Source: an optimization exercise on an open RTL-to-GDS flow (aim: small area). Production flows keep margins and buffers that such runs may drop.
RTL that was checked went through simulation tests only; none was proved equivalent to the original.

==> run a <==
==> flow/design.v <==
`timescale 1ns / 1ps
module basysConnections(
    input clock,
    input reset,
    input [15:0] SW,
    input JC4,JC3,JC2,JC1,    
    input JC10,JC9,JC8,JC7,  
    input JB7, JB8,
    input JB1, 
    input JB3, JB4,  
    output JA8,JA7, 
    output JA4,JA3,JA2,JA1,  
    output [7:0] LED  
    );
    reg [3:0] tE;    
    reg [4:0] tF;    
    reg [4:0] tA;    
    reg [4:0] tK;    
    reg [5:0] cB;    
    wire eW = tE[3] & tE[0];                  
    wire fW = tF[4] & tF[3];                  
    wire aW = tA[4] & tA[1] & tA[0];          
    wire kW = tK[4] & tK[1] & tK[0];          
    wire bW = &cB[5:2] & cB[0];               
    always @(posedge clock) begin
        if (reset) begin
            tE <= 4'd0; tF <= 5'd0; tA <= 5'd0; tK <= 5'd0; cB <= 6'd0;
        end else begin
            tE <= eW ? 4'd0 : tE + 4'd1;
            if (eW) tF <= fW ? 5'd0 : tF + 5'd1;
            if (eW & fW) tA <= aW ? 5'd0 : tA + 5'd1;
            if (eW & fW & aW) tK <= kW ? 5'd0 : tK + 5'd1;
            cB <= bW ? 6'd0 : cB + 6'd1;
        end
    end
    wire a0    = (tA == 5'd0);
    wire u0    = a0 & (tF == 5'd0) & (tE == 4'd0);                         
    wire [1:0] q = tK[1:0];                  
    wire u_le23 = a0 & ((tF < 5'd2) | ((tF == 5'd2) & (tE < 4'd4)));       
    wire u_ge4998 = aW & fW & tE[3];                                       
    wire u_4999 = aW & fW & eW;                                            
    wire w_f0  = (q == 2'd0) & ~u_le23 & ~u_ge4998;                        
    wire w_f1  = ((q == 2'd0) & u_4999) | ((q == 2'd1) & ~u_ge4998);       
    wire w_f2  = ((q == 2'd1) & u_4999) | ((q == 2'd2) & ~u_ge4998);       
    wire w_clr = (q == 2'd3) & aW &
                 ((tF >= 5'd5) & ((tF <= 5'd13) | ((tF == 5'd14) & (tE <= 4'd7))));  
    wire w_ev  = (q == 2'd3) & ~u0 & ~(aW & (tF >= 5'd5));                 
    wire toggle_pt = (tK == 5'd15) & a0 & (tF == 5'd0) & (tE == 4'd2);
    wire bnd = u0 & ((tK == 5'd0) | (tK == 5'd5) | (tK == 5'd10) | (tK == 5'd15));
    wire s_w0 = (tK < 5'd5) & ~bnd;
    wire s_w1 = (tK >= 5'd5) & (tK < 5'd10) & ~bnd;
    wire s_w2 = (tK >= 5'd10) & (tK < 5'd15) & ~bnd;
    wire tick = (tE == 4'd1) & (tF[0] == tA[0]);
    wire c_load = tK[0] & a0 & (tF == 5'd2) & (tE == 4'd1);
    reg F;                           
    reg [3:0] fr1, fr2, fr3, fr4, fr5;   
    reg [3:0] bk1, bk2, bk3, bk4, bk5;   
    reg ir1, ir2, ir3, ir4, ir5, ir6;    
    reg m1, m2;                          
    reg ca1, cb1;                        
    reg reb1;                            
    always @(posedge clock) begin
        fr1 <= {JC1, JC2, JC3, JC4};
        bk1 <= {JC10, JC9, JC8, JC7};
        fr2 <= fr1; fr3 <= fr2; fr4 <= fr3; fr5 <= fr4;
        bk2 <= bk1; bk3 <= bk2; bk4 <= bk3; bk5 <= bk4;
        ir1 <= ~(JB7 & JB8);
        ir2 <= ir1; ir3 <= ir2; ir4 <= ir3; ir5 <= ir4;
        m1 <= JB1; m2 <= m1;
    end
    wire rise = m1 & ~m2;
    always @(posedge clock) begin
        if (reset) begin
            F <= 1'b0;
            ir6 <= 1'b0;
            ca1 <= 1'b0;
            cb1 <= 1'b0;
            reb1 <= 1'b0;
        end else begin
            F <= F | tE[2];
            ir6 <= F & ir5;
            ca1 <= ~JB3;
            cb1 <= ~JB4;
            if (~JB4 & ~cb1)
                reb1 <= 1'b1;
            else if (ca1 & JB3)
                reb1 <= 1'b0;
        end
    end
    reg [3:0] IPS;           
    reg rev;                 
    reg rev_d;               
    reg iS0, iS1, iS3;       
    reg iS2;
    reg wt;                  
    reg isSD;                
    reg led45;
    reg [8:0] mh0, mh1, mh2;    
    reg [3:0] virt;          
    reg S;                   
    reg cs;                  
    reg Mt;                  
    reg [1:0] M;
    reg [2:0] SH;            
    reg [2:0] INs;           
    reg T1v, T1l, T2v, T2l;  
    reg [2:0] msA, msB;      
    reg pA, hA, pB, hB;      
    wire Z = (IPS == 4'd0);
    wire s_w3 = ~s_w0 & ~s_w1 & ~s_w2;
    wire wt2 = (s_w0 ? Z : iS0) & (s_w1 ? Z : iS1) & (s_w2 ? Z : iS2) & (s_w3 ? Z : iS3);
    function in_band;
        input [8:0] m;
        input [8:0] lo, hi;
        in_band = (m > lo) & (m < hi);
    endfunction
    wire b0 = in_band(mh0, 9'd45, 9'd60) & in_band(mh1, 9'd45, 9'd60) & in_band(mh2, 9'd45, 9'd60);
    wire b1 = in_band(mh0, 9'd85, 9'd120) & in_band(mh1, 9'd85, 9'd120) & in_band(mh2, 9'd85, 9'd120);
    wire b2 = in_band(mh0, 9'd180, 9'd220) & in_band(mh1, 9'd180, 9'd220) & in_band(mh2, 9'd180, 9'd220);
    wire b3 = in_band(mh0, 9'd280, 9'd320) & in_band(mh1, 9'd280, 9'd320) & in_band(mh2, 9'd280, 9'd320);
    wire sat0 = mh0[8] & mh0[6];
    wire sat1 = mh1[8] & mh1[6];
    wire sat2 = mh2[8] & mh2[6];
    wire [3:0] cur = (isSD & (IPS != 4'b1111)) ? virt : IPS;
    wire cR = (cur == 4'b0010) | (cur == 4'b0001) | (cur == 4'b0011) | (cur == 4'b0111) |
              (cur == 4'b0101) | (cur == 4'b1011);
    wire cL = (cur == 4'b0100) | (cur == 4'b1000) | (cur == 4'b1100) | (cur == 4'b1110) |
              (cur == 4'b1101) | (cur == 4'b1010);
    wire cShort = (cur == 4'b0010) | (cur == 4'b0100);
    wire cFwd = (cur == 4'b0110) | (cur == 4'b1001);
    wire cW = (cur == 4'b1111);
    reg ltA, ltB;
    always @* begin
        case (msA)
            3'd0: ltA = 1'b0;
            3'd1: ltA = (tF < 5'd6)  | ((tF == 5'd6)  & (tE < 4'd1));    
            3'd2: ltA = (tF < 5'd9)  | ((tF == 5'd9)  & (tE < 4'd3));    
            3'd3: ltA = (tF < 5'd12) | ((tF == 5'd12) & (tE < 4'd4));    
            3'd4: ltA = (tF < 5'd15) | ((tF == 5'd15) & (tE < 4'd5));    
            3'd5: ltA = (tF < 5'd18) | ((tF == 5'd18) & (tE < 4'd6));    
            3'd6: ltA = (tF < 5'd21) | ((tF == 5'd21) & (tE < 4'd7));    
            default: ltA = ~(fW & eW);                                   
        endcase
        case (msB)
            3'd0: ltB = 1'b0;
            3'd1: ltB = cB < 6'd14;
            3'd2: ltB = cB < 6'd23;
            3'd3: ltB = cB < 6'd30;
            3'd4: ltB = cB < 6'd37;
            3'd5: ltB = cB < 6'd45;
            3'd6: ltB = cB < 6'd52;
            default: ltB = ~bW;
        endcase
    end
    always @(posedge clock) begin
        if (s_w0) iS0 <= Z;
        if (s_w1) iS1 <= Z;
        if (s_w3) iS3 <= Z;
        if (~tK[0] & ~u_ge4998) S <= ~u_le23 & (S | ca1 | reb1);
        if (ir6)
            SH <= 3'b011;                        
        else if (cFwd)
            SH <= {1'b1, ~rev_d, rev_d};         
        else if (cShort)
            SH <= {T1v, T1l, T1l};
        else if (cR | cL)
            SH <= {T2v, T2l, T2l};
        else if (cW)
            SH <= INs;
        else
            SH <= 3'b000;
        if (~ir6) begin
            if (cR)
                M <= {1'b1, ~rev_d};
            else if (cL)
                M <= {1'b0, rev_d};
            else if (cFwd)
                M <= 2'b01;
            else if (cW)
                M <= 2'b10;
            else
                M <= 2'b00;
        end
    end
    always @(posedge clock) begin
        if (reset) begin
            IPS <= 4'd0; rev <= 1'b0; rev_d <= 1'b0;
            iS2 <= 1'b0; wt <= 1'b0; isSD <= 1'b0; led45 <= 1'b0;
            mh0 <= 9'd0; mh1 <= 9'd0; mh2 <= 9'd0;
            virt <= 4'd0; cs <= 1'b0;
            Mt <= 1'b0; INs <= 3'd0;
            T1v <= 1'b0; T1l <= 1'b0; T2v <= 1'b0; T2l <= 1'b0;
            msA <= 3'd0; msB <= 3'd0;
            pA <= 1'b0; hA <= 1'b0; pB <= 1'b0; hB <= 1'b0;
        end else begin
            IPS <= F ? ~(rev ? bk5 : fr5) : 4'd0;
            rev_d <= rev;
            if (s_w2) iS2 <= Z;
            wt <= iS0 & iS1 & iS2 & iS3;
            isSD <= wt;
            led45 <= isSD;
            if (wt2) begin
                if (w_f0 & rise & ~sat0) mh0 <= mh0 + 9'd1;
                if (w_f1 & rise & ~sat1) mh1 <= mh1 + 9'd1;
                if (w_f2 & rise & ~sat2) mh2 <= mh2 + 9'd1;
                if (w_clr) begin
                    mh0 <= 9'd0; mh1 <= 9'd0; mh2 <= 9'd0;
                end
            end
            if (wt) begin
                if (w_ev) begin
                    if (b0)
                        virt <= rev ? 4'b1001 : 4'b0110;
                    else if (b1)
                        virt <= rev ? 4'b0001 : 4'b1000;
                    else if (b2)
                        virt <= rev ? 4'b1000 : 4'b0001;
                    else if (b3) begin
                        if (toggle_pt) begin
                            rev <= ~rev;
                            virt <= rev ? IPS : 4'b0000;
                        end
                    end
                    else
                        virt <= rev ? 4'b0000 : IPS;
                end
            end
            if (c_load)
                cs <= S;
            if (~ir6)
                Mt <= cR | cL;
            if (Mt) begin
                T1v <= 1'b1; T1l <= ~M[0];
                if (~tK[1]) begin
                    T2v <= 1'b1; T2l <= ~M[0];
                end
            end
            if (tick) begin
                if (cs) begin
                    INs <= 3'b000;
                    msA <= 3'd0; msB <= 3'd0;
                end else begin
                    INs <= SH;
                    if (Mt) begin
                        if (M[1]) begin msA <= SW[5:3]; msB <= SW[8:6]; end
                        else      begin msA <= SW[8:6]; msB <= SW[5:3]; end
                    end else if (M[0]) begin
                        msA <= SW[2:0]; msB <= SW[2:0];
                    end else if (~M[1]) begin
                        msA <= 3'd0; msB <= 3'd0;
                    end
                end
            end
            pA <= ltA; hA <= pA;
            pB <= ltB; hB <= pB;
        end
    end
    assign JA7 = hA;
    assign JA8 = hB;
    assign JA4 = INs[1];
    assign JA3 = INs[1] ^ INs[2];
    assign JA2 = INs[0];
    assign JA1 = INs[0] ^ INs[2];
    assign LED = {rev, cs, led45, led45, virt};
endmodule
==> flow/flow/run.sh <==
#!/bin/bash
# Layout flow: the standard synthesis, then an area-oriented re-mapping of
# its combinational logic (the registers, their cells and names, are kept),
# then the standard ORFS layout with one-cell port buffers and a clock
# tree built from small buffers without dummy loads.
set -euo pipefail
W=$(pwd)
R=$W/orfs/results/$FLOW_PLATFORM/basysConnections/base
YOSYS=$FLOW_HOME/../tools/install/yosys/bin/yosys
command -v yosys >/dev/null 2>&1 && YOSYS=$(command -v yosys)

bash standard.sh synth > $W/1_synth_standard.log 2>&1
cp $R/1_2_yosys.v $W/1_2_yosys_standard.v

REMAP_LIB=$FLOW_HOME/platforms/$FLOW_PLATFORM/lib/sky130_fd_sc_hd__tt_025C_1v80.lib \
REMAP_IN=$W/1_2_yosys_standard.v REMAP_OUT=$W/1_2_yosys_remap.v \
REMAP_ABC=$W/flow/area.abc REMAP_STAT=$W/1_remap_stat.txt \
  $YOSYS -c $W/flow/remap.tcl > $W/1_remap.log 2>&1
cp $W/1_2_yosys_remap.v $R/1_2_yosys.v

bash standard.sh \
  "BUFFER_PORTS_ARGS=-buffer_cell sky130_fd_sc_hd__buf_1" \
  "CTS_ARGS=-sink_clustering_enable -repair_clock_nets -dont_use_dummy_load -buf_list sky130_fd_sc_hd__clkbuf_2 sky130_fd_sc_hd__clkbuf_4 sky130_fd_sc_hd__clkbuf_8" \
  finish > $W/2_layout.log 2>&1
==> flow/flow/area.abc <==
strash
&get -n
&deepsyn -T 30
&put
&get -n
&nf -a -p -R 1000
&put
topo
==> flow/flow/remap.tcl <==
# Re-map the combinational logic of the standard synthesis for area.
# Registers (their cells and instance names) are kept as they are.
set lib $::env(REMAP_LIB)
set top $::env(FLOW_TOP)
yosys read_verilog $::env(REMAP_IN)
yosys read_liberty -ignore_miss_func $lib
yosys hierarchy -top $top
# keep every sequential cell as an instance; inline the combinational ones
foreach m [list sky130_fd_sc_hd__dfxtp_1 sky130_fd_sc_hd__dfxtp_2 sky130_fd_sc_hd__dfxtp_4 \
             sky130_fd_sc_hd__dfrtp_1 sky130_fd_sc_hd__dfstp_1 sky130_fd_sc_hd__dfxbp_1 \
             sky130_fd_sc_hd__edfxtp_1 sky130_fd_sc_hd__dfrtp_2 sky130_fd_sc_hd__dfrtp_4] {
  yosys setattr -mod -set keep_hierarchy 1 $m
}
yosys flatten
# nets named after the inlined cells' pins: let write_verilog number them
yosys rename -hide w:*.*
yosys opt -purge
yosys techmap
yosys opt -fast -purge
yosys abc -liberty $lib -script $::env(REMAP_ABC) \
  -dont_use sky130_fd_sc_hd__probe_p_8 -dont_use sky130_fd_sc_hd__probec_p_8 \
  -dont_use *lpflow*
yosys opt_clean -purge
yosys hilomap -singleton -hicell sky130_fd_sc_hd__conb_1 HI -locell sky130_fd_sc_hd__conb_1 LO
yosys splitnets
yosys insbuf -buf sky130_fd_sc_hd__buf_2 A X
yosys opt_clean -purge
yosys hierarchy -top $top
yosys select -module $top
yosys tee -o $::env(REMAP_STAT) stat -liberty $lib
yosys write_verilog -noattr -nohex -nodec -selected $::env(REMAP_OUT)
==> flow/standard.sh <==
#!/bin/bash
# synth_recipe.tcl (not shown) runs the flow's synth.tcl, then flattens the netlist and writes it again
# the make line also repeats each setting of config.mk as NAME=value (left out here)
make -C /OpenROAD-flow-scripts/flow DESIGN_CONFIG=/design/flow/config.mk WORK_HOME=/design/flow/orfs CLKGATE_MAP_FILE= SYNTH_SCRIPT=/design/flow/synth_recipe.tcl "${@:-finish}"
==> flow/config.mk <==
export PLATFORM = sky130hd
export DESIGN_NAME = basysConnections
export DESIGN_NICKNAME = basysConnections
export VERILOG_FILES = /design/flow/design.v
export SDC_FILE = /design/flow/constraint.sdc
export NUM_CORES = 4
export LEC_CHECK = 0
export CAP_MARGIN = 20
export CORE_MARGIN = 2
export CORE_UTILIZATION = 65
export SLEW_MARGIN = 20
==> flow/constraint.sdc <==
create_clock -name core_clock -period 10.0 [get_ports {clock}]
set_input_delay 2.0000 -clock core_clock [delete_from_list [all_inputs] [get_ports {clock}]]
set_output_delay 2.0000 -clock core_clock [all_outputs]
set_load 0.01 [all_outputs]
==> inputs of run b, as changes to run a <==
--- a/flow/design.v
+++ b/flow/design.v
@@ -47,4 +47,8 @@
     wire w_ev  = (q == 2'd3) & ~u0 & ~(aW & (tF >= 5'd5));                 
     wire toggle_pt = (tK == 5'd15) & a0 & (tF == 5'd0) & (tE == 4'd2);
+    wire x74998 = (tK == 5'd14) & aW & fW & (tE == 4'd8);
+    wire x74999 = (tK == 5'd14) & u_4999;
+    wire x75000 = (tK == 5'd15) & u0;
+    wire x75001 = (tK == 5'd15) & a0 & (tF == 5'd0) & (tE == 4'd1);
     wire bnd = u0 & ((tK == 5'd0) | (tK == 5'd5) | (tK == 5'd10) | (tK == 5'd15));
     wire s_w0 = (tK < 5'd5) & ~bnd;
@@ -54,6 +58,6 @@
     wire c_load = tK[0] & a0 & (tF == 5'd2) & (tE == 4'd1);
     reg F;                           
-    reg [3:0] fr1, fr2, fr3, fr4, fr5;   
-    reg [3:0] bk1, bk2, bk3, bk4, bk5;   
+    reg [3:0] st1, st2, st3, st4, st5;   
+    wire rev5;                           
     reg ir1, ir2, ir3, ir4, ir5, ir6;    
     reg m1, m2;                          
@@ -61,8 +65,6 @@
     reg reb1;                            
     always @(posedge clock) begin
-        fr1 <= {JC1, JC2, JC3, JC4};
-        bk1 <= {JC10, JC9, JC8, JC7};
-        fr2 <= fr1; fr3 <= fr2; fr4 <= fr3; fr5 <= fr4;
-        bk2 <= bk1; bk3 <= bk2; bk4 <= bk3; bk5 <= bk4;
+        st1 <= rev5 ? {JC10, JC9, JC8, JC7} : {JC1, JC2, JC3, JC4};
+        st2 <= st1; st3 <= st2; st4 <= st3; st5 <= st4;
         ir1 <= ~(JB7 & JB8);
         ir2 <= ir1; ir3 <= ir2; ir4 <= ir3; ir5 <= ir4;
@@ -119,4 +121,11 @@
     wire b2 = in_band(mh0, 9'd180, 9'd220) & in_band(mh1, 9'd180, 9'd220) & in_band(mh2, 9'd180, 9'd220);
     wire b3 = in_band(mh0, 9'd280, 9'd320) & in_band(mh1, 9'd280, 9'd320) & in_band(mh2, 9'd280, 9'd320);
+    wire tog_pred = b3 & iS0 & iS1 &
+                    ((x74998 & (&st5) & (&st4)) |
+                     (x74999 & Z & (&st5)) |
+                     (x75000 & iS2 & Z) |
+                     (x75001 & iS2 & iS3) |
+                     (toggle_pt & wt));
+    assign rev5 = rev ^ tog_pred;
     wire sat0 = mh0[8] & mh0[6];
     wire sat1 = mh1[8] & mh1[6];
@@ -194,5 +203,5 @@
             pA <= 1'b0; hA <= 1'b0; pB <= 1'b0; hB <= 1'b0;
         end else begin
-            IPS <= F ? ~(rev ? bk5 : fr5) : 4'd0;
+            IPS <= F ? ~st5 : 4'd0;
             rev_d <= rev;
             if (s_w2) iS2 <= Z;
--- a/flow/flow/run.sh
+++ b/flow/flow/run.sh
@@ -21,4 +21,4 @@
 bash standard.sh \
   "BUFFER_PORTS_ARGS=-buffer_cell sky130_fd_sc_hd__buf_1" \
-  "CTS_ARGS=-sink_clustering_enable -repair_clock_nets -dont_use_dummy_load -buf_list sky130_fd_sc_hd__clkbuf_2 sky130_fd_sc_hd__clkbuf_4 sky130_fd_sc_hd__clkbuf_8" \
+  "CTS_ARGS=-sink_clustering_enable -repair_clock_nets -dont_use_dummy_load -buf_list {sky130_fd_sc_hd__clkbuf_4 sky130_fd_sc_hd__clkbuf_8}" \
   finish > $W/2_layout.log 2>&1
==> inputs of run c, as changes to run a <==
--- a/flow/design.v
+++ b/flow/design.v
@@ -47,4 +47,8 @@
     wire w_ev  = (q == 2'd3) & ~u0 & ~(aW & (tF >= 5'd5));                 
     wire toggle_pt = (tK == 5'd15) & a0 & (tF == 5'd0) & (tE == 4'd2);
+    wire x74998 = (tK == 5'd14) & aW & fW & (tE == 4'd8);
+    wire x74999 = (tK == 5'd14) & u_4999;
+    wire x75000 = (tK == 5'd15) & u0;
+    wire x75001 = (tK == 5'd15) & a0 & (tF == 5'd0) & (tE == 4'd1);
     wire bnd = u0 & ((tK == 5'd0) | (tK == 5'd5) | (tK == 5'd10) | (tK == 5'd15));
     wire s_w0 = (tK < 5'd5) & ~bnd;
@@ -54,6 +58,6 @@
     wire c_load = tK[0] & a0 & (tF == 5'd2) & (tE == 4'd1);
     reg F;                           
-    reg [3:0] fr1, fr2, fr3, fr4, fr5;   
-    reg [3:0] bk1, bk2, bk3, bk4, bk5;   
+    reg [3:0] st1, st2, st3, st4, st5;   
+    wire rev5;                           
     reg ir1, ir2, ir3, ir4, ir5, ir6;    
     reg m1, m2;                          
@@ -61,8 +65,6 @@
     reg reb1;                            
     always @(posedge clock) begin
-        fr1 <= {JC1, JC2, JC3, JC4};
-        bk1 <= {JC10, JC9, JC8, JC7};
-        fr2 <= fr1; fr3 <= fr2; fr4 <= fr3; fr5 <= fr4;
-        bk2 <= bk1; bk3 <= bk2; bk4 <= bk3; bk5 <= bk4;
+        st1 <= rev5 ? {JC10, JC9, JC8, JC7} : {JC1, JC2, JC3, JC4};
+        st2 <= st1; st3 <= st2; st4 <= st3; st5 <= st4;
         ir1 <= ~(JB7 & JB8);
         ir2 <= ir1; ir3 <= ir2; ir4 <= ir3; ir5 <= ir4;
@@ -119,4 +121,11 @@
     wire b2 = in_band(mh0, 9'd180, 9'd220) & in_band(mh1, 9'd180, 9'd220) & in_band(mh2, 9'd180, 9'd220);
     wire b3 = in_band(mh0, 9'd280, 9'd320) & in_band(mh1, 9'd280, 9'd320) & in_band(mh2, 9'd280, 9'd320);
+    wire tog_pred = b3 & iS0 & iS1 &
+                    ((x74998 & (&st5) & (&st4)) |
+                     (x74999 & Z & (&st5)) |
+                     (x75000 & iS2 & Z) |
+                     (x75001 & iS2 & iS3) |
+                     (toggle_pt & wt));
+    assign rev5 = rev ^ tog_pred;
     wire sat0 = mh0[8] & mh0[6];
     wire sat1 = mh1[8] & mh1[6];
@@ -194,5 +203,5 @@
             pA <= 1'b0; hA <= 1'b0; pB <= 1'b0; hB <= 1'b0;
         end else begin
-            IPS <= F ? ~(rev ? bk5 : fr5) : 4'd0;
+            IPS <= F ? ~st5 : 4'd0;
             rev_d <= rev;
             if (s_w2) iS2 <= Z;
--- a/flow/flow/run.sh
+++ b/flow/flow/run.sh
@@ -21,4 +21,4 @@
 bash standard.sh \
   "BUFFER_PORTS_ARGS=-buffer_cell sky130_fd_sc_hd__buf_1" \
-  "CTS_ARGS=-sink_clustering_enable -repair_clock_nets -dont_use_dummy_load -buf_list sky130_fd_sc_hd__clkbuf_2 sky130_fd_sc_hd__clkbuf_4 sky130_fd_sc_hd__clkbuf_8" \
+  "CTS_ARGS=-sink_clustering_enable -repair_clock_nets -dont_use_dummy_load -buf_list sky130_fd_sc_hd__clkbuf_4 -sink_buffer_max_cap_derate 0.6" \
   finish > $W/2_layout.log 2>&1
==> results.json <==
{
  "ys_warn_count": 1,
  "port_buffers": 37,
  "stop_error": "[ERROR STA-0564] clock_tree_synthesis positional arguments not supported.",
  "outcome": "did not finish",
  "synthCells": 561,
  "rows": 33,
  "initial_core_util_pct": 65.9,
  "ioPinCount": 45,
  "place_congestion": 0.865,
  "stop_stage": "4_1_cts",
  "pre_cts_ws_ns": 5.41,
  "avgSynthCellArea_sq_um": 9.50,
  "place_area_sq_um": 5590,
  "synth_fp_nets": 592,
  "die-height_microns": 94.6,
  "placed_cells": 700,
  "syn_area_sq_um": 5330,
  "die_w_microns": 94.6,
  "hpwl_microns": 7480
}
# the run above: run a

==> results.json <==
{
  "ys_warn_count": 1,
  "place_area_sq_um": 5270,
  "hpwl_microns": 7420,
  "initial_core_util_pct": 65.8,
  "place_congestion": 0.883,
  "die-height_microns": 91.8,
  "synthCells": 561,
  "placed_cells": 698,
  "port_buffers": 37,
  "routed-via-count": 4279,
  "syn_area_sq_um": 5010,
  "p_sw_share_pct": 21.5,
  "synth_fp_nets": 592,
  "avgSynthCellArea_sq_um": 8.92,
  "pre_cts_ws_ns": 4.65,
  "outcome": "timing/DRC/antenna clean"
}
# the run above: run b

==> results.json <==
{
  "outcome": "timing/DRC/antenna clean",
  "initial_core_util_pct": 65.8,
  "placed_cells": 698,
  "place_area_sq_um": 5270,
  "die_w_microns": 91.8,
  "place_congestion": 0.883,
  "die-height_microns": 91.8,
  "ys_warn_count": 1,
  "synth_fp_nets": 592,
  "syn_area_sq_um": 5010,
  "ioPinCount": 45,
  "pre_cts_ws_ns": 4.65
}
# the run above: run c

For run a, only the layout was checked, not whether the RTL still works.

[separate check: timing with driven ports]
The results above use ideal ports. As a check the final layouts listed here were re-extracted and re-timed, cells and wires unchanged.
Step 1: set_driving_cell puts a clkbuf_16 on clock and a buf_2 on each other input, an assumption about the parent block.
Step 2 times the ports against the registers' clock, not the clock port: input delays grow and output delays shrink by t, the midpoint of the rising clock arrivals with the driver on.
a / b / c = no drivers / after step 1 / after step 2; a / b = the first two.
| run | shift t [ns] | setup WS [ns] | slew at the worst register clock pin (ns) | cell pins on the clock port's net |
|---|---|---|---|---|
| run b | 0.429 | 4.594 / 4.594 / 4.594 | 0.08 / 0.08 | 1 |
| run c | 0.503 | 4.600 / 4.600 / 4.600 | 0.12 / 0.12 | 1 |
After both steps every run listed still meets setup and hold.
